From an optimization exercise on the open Yosys and OpenROAD flow, aimed at small area; shortcuts taken in it are not production practice.
RTL that was checked went through simulation tests only; none was proved equivalent to the original.
No driver is modelled on the clock port, so clocking that relies on it looks cheaper here than on a real chip.
No activity file was given, so power comes from the tool's default toggle rates.

## matrix_multiper
module matrix_multiper #(
	parameter DSIZE	= 8,
	parameter MSIZE	= 8
)(
	input				clock,
	input [DSIZE-1:0]	iR,
	input [DSIZE-1:0]	iG,
	input [DSIZE-1:0]	iB,
	input [MSIZE-1:0]	M00,
	input [MSIZE-1:0]	M01,
	input [MSIZE-1:0]	M02,
	input [MSIZE-1:0]	M10,
	input [MSIZE-1:0]	M11,
	input [MSIZE-1:0]	M12,
	input [MSIZE-1:0]	M20,
	input [MSIZE-1:0]	M21,
	input [MSIZE-1:0]	M22,
	output[DSIZE-1:0]	Ro,
	output[DSIZE-1:0]	Go,
	output[DSIZE-1:0]	Bo
);
For scale: roughly 1300 cells after synthesis.
export LEC_CHECK = 0
export CAP_MARGIN = 0
export CORE_MARGIN = 2
export CORE_UTILIZATION = 40
export GPL_TIMING_DRIVEN = 0
export SETUP_SLACK_MARGIN = 0.1
export SLEW_MARGIN = 0
export SYNTH_HIERARCHICAL = 1
create_clock -name core_clock -period 6.0 [get_ports {clock}]
standard.sh (not shown) runs the stock make flow with config.mk's settings and CLKGATE_MAP_FILE= SYNTH_SCRIPT=/design/flow/synth_recipe.tcl, a recipe that flattens the netlist after the stock synthesis.
==> flow/flow/run.sh <==
#!/bin/bash
# The standard layout with two changes that only shrink cells:
#  - port buffers are the smallest buffer (buf_1) instead of the delay buffer
#    buffer_ports picks by default;
#  - clock tree synthesis uses smaller clock buffers and no dummy loads.
set -euo pipefail
export BUFFER_PORTS_ARGS="-buffer_cell sky130_fd_sc_hd__buf_1"
export CTS_ARGS="-sink_clustering_enable -repair_clock_nets -dont_use_dummy_load -buf_list {sky130_fd_sc_hd__clkbuf_4 sky130_fd_sc_hd__clkbuf_8} -root_buf sky130_fd_sc_hd__clkbuf_8"
bash standard.sh finish > flow_make.log 2>&1
Next try:
--- a/flow/flow/run.sh
+++ b/flow/flow/run.sh
@@ -8 +8 @@
-export CTS_ARGS="-sink_clustering_enable -repair_clock_nets -dont_use_dummy_load -buf_list {sky130_fd_sc_hd__clkbuf_4 sky130_fd_sc_hd__clkbuf_8} -root_buf sky130_fd_sc_hd__clkbuf_8"
+export CTS_ARGS="-sink_clustering_enable -repair_clock_nets -dont_use_dummy_load -buf_list {sky130_fd_sc_hd__clkbuf_4 sky130_fd_sc_hd__clkbuf_8} -root_buf sky130_fd_sc_hd__clkbuf_8 -sink_clustering_size 30 -sink_clustering_max_diameter 120"
Settings changed: CAP_MARGIN 0 to 20, SLEW_MARGIN 0 to 20.
Outcome: The new run went through all stages and came out clean; final area climbs by 0.78%; maximum frequency goes up by 0.96%; global-route usage rises by 0.12 points.

========
Setup of alpha:
matrix_multiper, a different RTL version from the one above (not shown whole).
Size in the first run: roughly 1,300 cells after synthesis, roughly 120 flip-flops, about 120 I/O pins, roughly 15,000 um2 of cells after synthesis.
==> flow/design.v (excerpt) <==
module matrix_multiper #(
	parameter DSIZE	= 8,
	parameter MSIZE	= 8
)(
	input				clock,
	input [DSIZE-1:0]	iR,
	input [DSIZE-1:0]	iG,
	input [DSIZE-1:0]	iB,
	input [MSIZE-1:0]	M00,
	input [MSIZE-1:0]	M01,
	input [MSIZE-1:0]	M02,
	input [MSIZE-1:0]	M10,
	input [MSIZE-1:0]	M11,
	input [MSIZE-1:0]	M12,
	input [MSIZE-1:0]	M20,
	input [MSIZE-1:0]	M21,
	input [MSIZE-1:0]	M22,
	output[DSIZE-1:0]	Ro,
	output[DSIZE-1:0]	Go,
	output[DSIZE-1:0]	Bo
);
==> flow/config.mk <==
export PLATFORM = sky130hd
export DESIGN_NAME = matrix_multiper
export DESIGN_NICKNAME = matrix_multiper
export VERILOG_FILES = /design/flow/design.v
export SDC_FILE = /design/flow/constraint.sdc
export NUM_CORES = 4
export LEC_CHECK = 0
export CAP_MARGIN = 0
export CORE_MARGIN = 2
export CORE_UTILIZATION = 40
export GPL_TIMING_DRIVEN = 1
export SETUP_SLACK_MARGIN = 0.1
export SLEW_MARGIN = 0
export SYNTH_HIERARCHICAL = 1
==> flow/constraint.sdc <==
create_clock -name core_clock -period 6.0 [get_ports {clock}]
set_input_delay 1.2000 -clock core_clock [delete_from_list [all_inputs] [get_ports {clock}]]
set_output_delay 1.2000 -clock core_clock [all_outputs]
set_load 0.01 [all_outputs]
==> flow/flow/run.sh <==
#!/bin/bash
# The standard layout (standard.sh, the standard flow's own ORFS run) with changes that
# only pick smaller cells; the netlist's logic and registers are untouched:
#  - port buffers are the smallest buffer (buf_1) instead of the delay buffer
#    that buffer_ports picks by default;
#  - clock tree synthesis uses clkbuf_4 leaves under a clkbuf_8 root and no
#    dummy loads; leaves whose flip-flop clock pins would see a slew over
#    100 ps are then sized up to clkbuf_8 and the placement legalised.
# Each tool's output goes to a log file of its own in this folder.
set -euo pipefail
export BUFFER_PORTS_ARGS="-buffer_cell sky130_fd_sc_hd__buf_1"
export CTS_ARGS="-sink_clustering_enable -repair_clock_nets -dont_use_dummy_load -buf_list {sky130_fd_sc_hd__clkbuf_4} -root_buf sky130_fd_sc_hd__clkbuf_8"
export RES=orfs/results/${FLOW_PLATFORM}/matrix_multiper/base
bash standard.sh cts > flow_make_cts.log 2>&1
openroad -no_init -exit flow/clkleaf.tcl > flow_clkleaf.log 2>&1
bash standard.sh finish > flow_make_finish.log 2>&1
==> flow/flow/clkleaf.tcl <==
# Size up the clock tree leaf buffers whose flip-flop clock pins see a slew
# over 100 ps, then legalise the placement.
read_liberty $::env(FLOW_HOME)/platforms/sky130hd/lib/sky130_fd_sc_hd__tt_025C_1v80.lib
read_db $::env(RES)/4_cts.odb
read_sdc $::env(RES)/4_cts.sdc
source $::env(FLOW_HOME)/platforms/sky130hd/setRC.tcl
estimate_parasitics -placement
proc worst_sink_slew {inst} {
  set worst 0
  set out [get_pins -of_objects $inst -filter "direction==output"]
  foreach p [get_pins -of_objects [get_nets -of_objects $out] -filter "direction==input"] {
    foreach pr {slew_max_rise slew_max_fall} {
      set v [get_property $p $pr]
      if {$v > $worst} { set worst $v }
    }
  }
  return $worst
}
set n 0
foreach inst [get_cells *] {
  if {[get_property $inst ref_name] != "sky130_fd_sc_hd__clkbuf_4"} continue
  set w [worst_sink_slew $inst]
  if {$w > 0.100} {
    replace_cell $inst sky130_fd_sc_hd__clkbuf_8
    puts "sized up [get_name $inst] (sink slew $w)"
    incr n
  }
}
puts "sized up $n clock buffers"
detailed_placement
check_placement
estimate_parasitics -placement
set ms 0
foreach p [get_pins -hierarchical */CLK] {
  foreach pr {slew_max_rise slew_max_fall} {
    set v [get_property $p $pr]
    if {$v > $ms} { set ms $v }
  }
}
puts "worst flip-flop clock pin slew now $ms"
write_db $::env(RES)/4_cts.odb
Setup changes, alpha to beta
--- a/flow/config.mk
+++ b/flow/config.mk
@@ -11 +11 @@
-export GPL_TIMING_DRIVEN = 1
+export GPL_TIMING_DRIVEN = 0
==> run notes <==
The ratio of final minimum period to clock period in beta sits 7.5 points above the value recorded for alpha. Share of power burned in the clock network: beta > alpha. Between beta and alpha, the difference in post-route antenna net violation count is negligible. When the final numbers for beta and alpha were put side by side, the total wirelength of the detailed-routed design turned out to be greater in alpha.
No functional check of the RTL was part of any run of this note.

static timing again, ports no longer ideal:
No port has a modelled driver above. Below, the same layouts with a new extraction and two added sets of constraints. Step 1 (the two cells are an assumption about what drives the block):
set clk [get_ports {clock}]
set_driving_cell -lib_cell sky130_fd_sc_hd__clkbuf_16 $clk
set_driving_cell -lib_cell sky130_fd_sc_hd__buf_2 [delete_from_list [all_inputs] $clk]
Step 2 times the ports against the registers' clock, not the clock port: input delays grow and output delays shrink by t, the midpoint of the rising clock arrivals with the driver on. a / b / c = ideal ports / drivers / drivers and shift; a / b = the first two.
| run | t, ns | setup WS [ns] | slew at the worst register clock pin (ns) | worst slew at a driven data input, ns | cell pins on the clock port's net |
|---|---|---|---|---|---|
| the first run of note 1 | 0.504 | 0.247 / 0.264 / -0.240 | 0.08 / 0.08 | 0.06 | 1 |
| the second run of note 1 | 0.502 | 0.301 / 0.319 / -0.183 | 0.08 / 0.08 | 0.06 | 1 |
| alpha | 0.482 | 0.606 / 0.621 / 0.139 | 0.09 / 0.09 | 0.05 | 1 |
| beta | 0.478 | 0.156 / 0.185 / -0.293 | 0.09 / 0.09 | 0.05 | 1 |
With both steps, setup timing fails in the first run of note 1, the second run of note 1 and beta, where it was met with ideal ports. For the first run of note 1, which loses most, drivers alone change the setup slack by +0.017 ns; drivers and shift together by -0.487 ns.
